Context: an optimization exercise on an open-source flow, tuned for small area and a short achievable clock period. The choices shown serve that exercise and are no tape-out recipe. Power figures rest on the tool's default switching activity, not on a simulated workload.

==> inputs of run a <==
==> flow/design.v (excerpt) <==
module LU_cache #(
    parameter CELL_SIZE = 8,
    parameter CELL_COUNT = 128,
    parameter CELL_ADDR_SIZE = 7
)
(
    input clk,
    input reset,
    input [CELL_SIZE - 1:0] data_in,
    input new_data,
    output [CELL_COUNT * CELL_SIZE - 1:0] data_out
);
reg  [CELL_COUNT * CELL_SIZE - 1:0] cells;
wire [CELL_COUNT * CELL_SIZE - 1:0] cells_next;
wire [CELL_COUNT - 1:0] eq;
wire [CELL_COUNT - 1:0] below;    
wire [CELL_COUNT - 1:0] shift = {CELL_COUNT{new_data}} & ~below;
wire [CELL_COUNT - 1:0] hold = ~shift;
wire [CELL_COUNT * CELL_SIZE - 1:0] shifted = {cells[(CELL_COUNT - 1) * CELL_SIZE - 1:0], data_in};
assign data_out = cells;
genvar j;
generate
    for (j = 0; j < CELL_COUNT; j = j + 1) begin : cmp
        assign eq[j] = cells[j * CELL_SIZE +: CELL_SIZE] == data_in;
    end
endgenerate
prefix_or #(.N(CELL_COUNT), .L(CELL_ADDR_SIZE)) PO (.in(eq), .out(below));
generate
    for (j = 0; j < CELL_COUNT; j = j + 1) begin : nxt
        sel_mux #(.W(CELL_SIZE)) M (
  ...
==> module prefix_or, before the edit <==
module prefix_or #(
    parameter N = 128,
    parameter L = 7     
)(
    input  [N - 1:0] in,
    output [N - 1:0] out
);
localparam NG = N / 4;     
localparam NB = N / 16;    
wire [N - 1:0]  lg;        
wire [NG - 1:0] g;         
wire [NG - 1:0] lb;        
wire [NB - 1:0] b;         
wire [NB - 1:0] pb;        
genvar i;
generate
    for (i = 0; i < NG; i = i + 1) begin : grp
        assign lg[4 * i]     = 1'b0;
        assign lg[4 * i + 1] = in[4 * i];
        assign lg[4 * i + 2] = in[4 * i] | in[4 * i + 1];
        assign lg[4 * i + 3] = in[4 * i] | in[4 * i + 1] | in[4 * i + 2];
        assign g[i] = |in[4 * i +: 4];
    end
    for (i = 0; i < NB; i = i + 1) begin : blk
        assign lb[4 * i]     = 1'b0;
        assign lb[4 * i + 1] = g[4 * i];
        assign lb[4 * i + 2] = g[4 * i] | g[4 * i + 1];
        assign lb[4 * i + 3] = g[4 * i] | g[4 * i + 1] | g[4 * i + 2];
        assign b[i] = |g[4 * i +: 4];
        if (i == 0) begin : first
            assign pb[i] = 1'b0;
        end else begin : rest
            assign pb[i] = |b[i - 1:0];
        end
    end
    for (i = 0; i < N; i = i + 1) begin : o
        assign out[i] = pb[i / 16] | lb[i / 4] | lg[i];
    end
endgenerate
endmodule  
clock: 7.0 ns
lec_check: 0
cap_margin: 20
core_margin: 2
core_utilization: 55
cts_buf_list: sky130_fd_sc_hd__clkbuf_8
cts_cluster_size: 25
setup_slack_margin: 3.0
slew_margin: 20
synth_hierarchical: 1
standard.sh (not shown) runs the stock make flow with config.mk's settings and CLKGATE_MAP_FILE= SYNTH_SCRIPT=/design/flow/synth_recipe.tcl, a recipe that flattens the netlist after the stock synthesis.
==> flow/flow/run.sh <==
#!/bin/bash
# Standard ORFS layout with these changes:
#  - port buffers are buf_1 instead of the cell buffer_ports picks by default;
#  - the slow AND/OR cells (and*, or*) are added to the don't-use list, so
#    synthesis and repair build logic from NAND/NOR/AOI cells;

set -euo pipefail
DU="sky130_fd_sc_hd__probe_p_8 sky130_fd_sc_hd__probec_p_8 sky130_fd_sc_hd__lpflow_bleeder_1 sky130_fd_sc_hd__lpflow_clkbufkapwr_1 sky130_fd_sc_hd__lpflow_clkbufkapwr_16 sky130_fd_sc_hd__lpflow_clkbufkapwr_2 sky130_fd_sc_hd__lpflow_clkbufkapwr_4 sky130_fd_sc_hd__lpflow_clkbufkapwr_8 sky130_fd_sc_hd__lpflow_clkinvkapwr_1 sky130_fd_sc_hd__lpflow_clkinvkapwr_16 sky130_fd_sc_hd__lpflow_clkinvkapwr_2 sky130_fd_sc_hd__lpflow_clkinvkapwr_4 sky130_fd_sc_hd__lpflow_clkinvkapwr_8 sky130_fd_sc_hd__lpflow_decapkapwr_12 sky130_fd_sc_hd__lpflow_decapkapwr_3 sky130_fd_sc_hd__lpflow_decapkapwr_4 sky130_fd_sc_hd__lpflow_decapkapwr_6 sky130_fd_sc_hd__lpflow_decapkapwr_8 sky130_fd_sc_hd__lpflow_inputiso0n_1 sky130_fd_sc_hd__lpflow_inputiso0p_1 sky130_fd_sc_hd__lpflow_inputiso1n_1 sky130_fd_sc_hd__lpflow_inputiso1p_1 sky130_fd_sc_hd__lpflow_inputisolatch_1 sky130_fd_sc_hd__lpflow_isobufsrc_1 sky130_fd_sc_hd__lpflow_isobufsrc_16 sky130_fd_sc_hd__lpflow_isobufsrc_2 sky130_fd_sc_hd__lpflow_isobufsrc_4 sky130_fd_sc_hd__lpflow_isobufsrc_8 sky130_fd_sc_hd__lpflow_isobufsrckapwr_16 sky130_fd_sc_hd__lpflow_lsbuf_lh_hl_isowell_tap_1 sky130_fd_sc_hd__lpflow_lsbuf_lh_hl_isowell_tap_2 sky130_fd_sc_hd__lpflow_lsbuf_lh_hl_isowell_tap_4 sky130_fd_sc_hd__lpflow_lsbuf_lh_isowell_4 sky130_fd_sc_hd__lpflow_lsbuf_lh_isowell_tap_1 sky130_fd_sc_hd__lpflow_lsbuf_lh_isowell_tap_2 sky130_fd_sc_hd__lpflow_lsbuf_lh_isowell_tap_4"
EX=" sky130_fd_sc_hd__or2_0 sky130_fd_sc_hd__or2_1 sky130_fd_sc_hd__or2_2 sky130_fd_sc_hd__or2_4 sky130_fd_sc_hd__or3_1 sky130_fd_sc_hd__or3_2 sky130_fd_sc_hd__or3_4 sky130_fd_sc_hd__or4_1 sky130_fd_sc_hd__or4_2 sky130_fd_sc_hd__or4_4 sky130_fd_sc_hd__or2b_1 sky130_fd_sc_hd__or2b_2 sky130_fd_sc_hd__or2b_4 sky130_fd_sc_hd__or3b_1 sky130_fd_sc_hd__or3b_2 sky130_fd_sc_hd__or3b_4 sky130_fd_sc_hd__or4b_1 sky130_fd_sc_hd__or4b_2 sky130_fd_sc_hd__or4b_4 sky130_fd_sc_hd__or4bb_1 sky130_fd_sc_hd__or4bb_2 sky130_fd_sc_hd__or4bb_4 sky130_fd_sc_hd__and2_0 sky130_fd_sc_hd__and2_1 sky130_fd_sc_hd__and2_2 sky130_fd_sc_hd__and2_4 sky130_fd_sc_hd__and3_1 sky130_fd_sc_hd__and3_2 sky130_fd_sc_hd__and3_4 sky130_fd_sc_hd__and4_1 sky130_fd_sc_hd__and4_2 sky130_fd_sc_hd__and4_4 sky130_fd_sc_hd__and2b_1 sky130_fd_sc_hd__and2b_2 sky130_fd_sc_hd__and2b_4 sky130_fd_sc_hd__and3b_1 sky130_fd_sc_hd__and3b_2 sky130_fd_sc_hd__and3b_4 sky130_fd_sc_hd__and4b_1 sky130_fd_sc_hd__and4b_2 sky130_fd_sc_hd__and4b_4 sky130_fd_sc_hd__and4bb_1 sky130_fd_sc_hd__and4bb_2 sky130_fd_sc_hd__and4bb_4"
bash standard.sh "BUFFER_PORTS_ARGS=-buffer_cell sky130_fd_sc_hd__buf_1" "DONT_USE_CELLS=$DU $EX" finish > layout.log 2>&1
==> run b: changes against run a <==
--- a/flow/design.v
+++ b/flow/design.v
@@ -16,38 +16,20 @@
     input  [N - 1:0] in,
     output [N - 1:0] out
 );
-localparam NG = N / 4;     
-localparam NB = N / 16;    
-wire [N - 1:0]  lg;        
-wire [NG - 1:0] g;         
-wire [NG - 1:0] lb;        
-wire [NB - 1:0] b;         
-wire [NB - 1:0] pb;        
-genvar i;
+wire [(L + 1) * N - 1:0] lvl;
+assign lvl[N - 1:0] = in;
+genvar l, i;
 generate
-    for (i = 0; i < NG; i = i + 1) begin : grp
-        assign lg[4 * i]     = 1'b0;
-        assign lg[4 * i + 1] = in[4 * i];
-        assign lg[4 * i + 2] = in[4 * i] | in[4 * i + 1];
-        assign lg[4 * i + 3] = in[4 * i] | in[4 * i + 1] | in[4 * i + 2];
-        assign g[i] = |in[4 * i +: 4];
-    end
-    for (i = 0; i < NB; i = i + 1) begin : blk
-        assign lb[4 * i]     = 1'b0;
-        assign lb[4 * i + 1] = g[4 * i];
-        assign lb[4 * i + 2] = g[4 * i] | g[4 * i + 1];
-        assign lb[4 * i + 3] = g[4 * i] | g[4 * i + 1] | g[4 * i + 2];
-        assign b[i] = |g[4 * i +: 4];
-        if (i == 0) begin : first
-            assign pb[i] = 1'b0;
-        end else begin : rest
-            assign pb[i] = |b[i - 1:0];
+    for (l = 0; l < L; l = l + 1) begin : level
+        for (i = 0; i < N; i = i + 1) begin : bitn
+            if ((i >> l) & 1)
+                assign lvl[(l + 1) * N + i] = lvl[l * N + i] | lvl[l * N + ((i >> l) << l) - 1];
+            else
+                assign lvl[(l + 1) * N + i] = lvl[l * N + i];
         end
     end
-    for (i = 0; i < N; i = i + 1) begin : o
-        assign out[i] = pb[i / 16] | lb[i / 4] | lg[i];
-    end
 endgenerate
+assign out = {lvl[L * N +: N - 1], 1'b0};
 endmodule  
 module LU_cache #(
     parameter CELL_SIZE = 8,
==> flow/flow/run.sh (replaced) <==
#!/bin/bash
# Standard ORFS layout, except that port buffers are buf_1 instead of the
# cell buffer_ports picks by default.
set -euo pipefail
bash standard.sh "BUFFER_PORTS_ARGS=-buffer_cell sky130_fd_sc_hd__buf_1" finish > layout.log 2>&1
- CTS_BUF_LIST: sky130_fd_sc_hd__clkbuf_8 -> unset
- CTS_CLUSTER_DIAMETER: unset -> 60
- CTS_CLUSTER_SIZE: 25 -> 30
- SETUP_SLACK_MARGIN: 3.0 -> 3.5
==> summary.txt <==
	run a	run b
Status	finished clean	finished clean
Nets in the synthesized netlist	4346	4319
Placed standard-cell area	54900 um2	54900 um2
Clk latency of the worst-skew pair	0.87 ns	0.70 ns
Number of antenna diodes	1	0
Portion of total power attributed to sequential cells	0.430	0.402
Final worst path period share	0.572	0.628
Nonclk inv count	144	140
DIE AREA	96600 um2	95300 um2
Max incr delay on CP	0.39 ns	0.59 ns
Critical path destination	cells[703]$_DFF_PN0_	cells[982]$_DFF_PN0_
Amount of wire on met3 after detailed routing	18400 um	20900 um
Synthesis-to-layout area growth	14.8%	22.1%
Aggregate routed wire length	196000 um	207000 um
Worst-margin pin slew	0.976 ns	1.26 ns
Clk slew on worst S/H paths	0.06 ns	0.08 ns
Mapped Area	51700 um2	51100 um2
Std cell rows	112	111
Starting DRC count in detailed routing	4189	4444
No functional check of the RTL was part of any run of this note.

afterwards: timing with drivers on the ports:
Ports are ideal in the flow. The routed layouts listed here were re-timed in OpenROAD.
Step 1, drivers: a clkbuf_16 drives clk and a buf_2 each remaining input, both assumed.
Step 2 also shifts input and output timing later by t, the mid clock arrival at the registers, as if the neighbouring blocks saw the same clock.
a / b / c = ideal / step 1 / step 2; a / b = the first two.
| run | t, ns | setup WS [ns] | hold WS [ns] | clock arrival spread, ns |
|---|---|---|---|---|
| run a | 0.931 | 2.993 / 2.867 / 1.935 | 0.499 / 0.499 / 0.499 | 0.029 / 0.029 |
| run b | 0.760 | 2.601 / 2.464 / 1.704 | 0.516 / 0.516 / 0.516 | 0.032 / 0.032 |
After both steps setup and hold are still met in every run listed. For run a, which loses most, drivers alone change the setup slack by -0.126 ns; drivers and shift together by -1.058 ns.
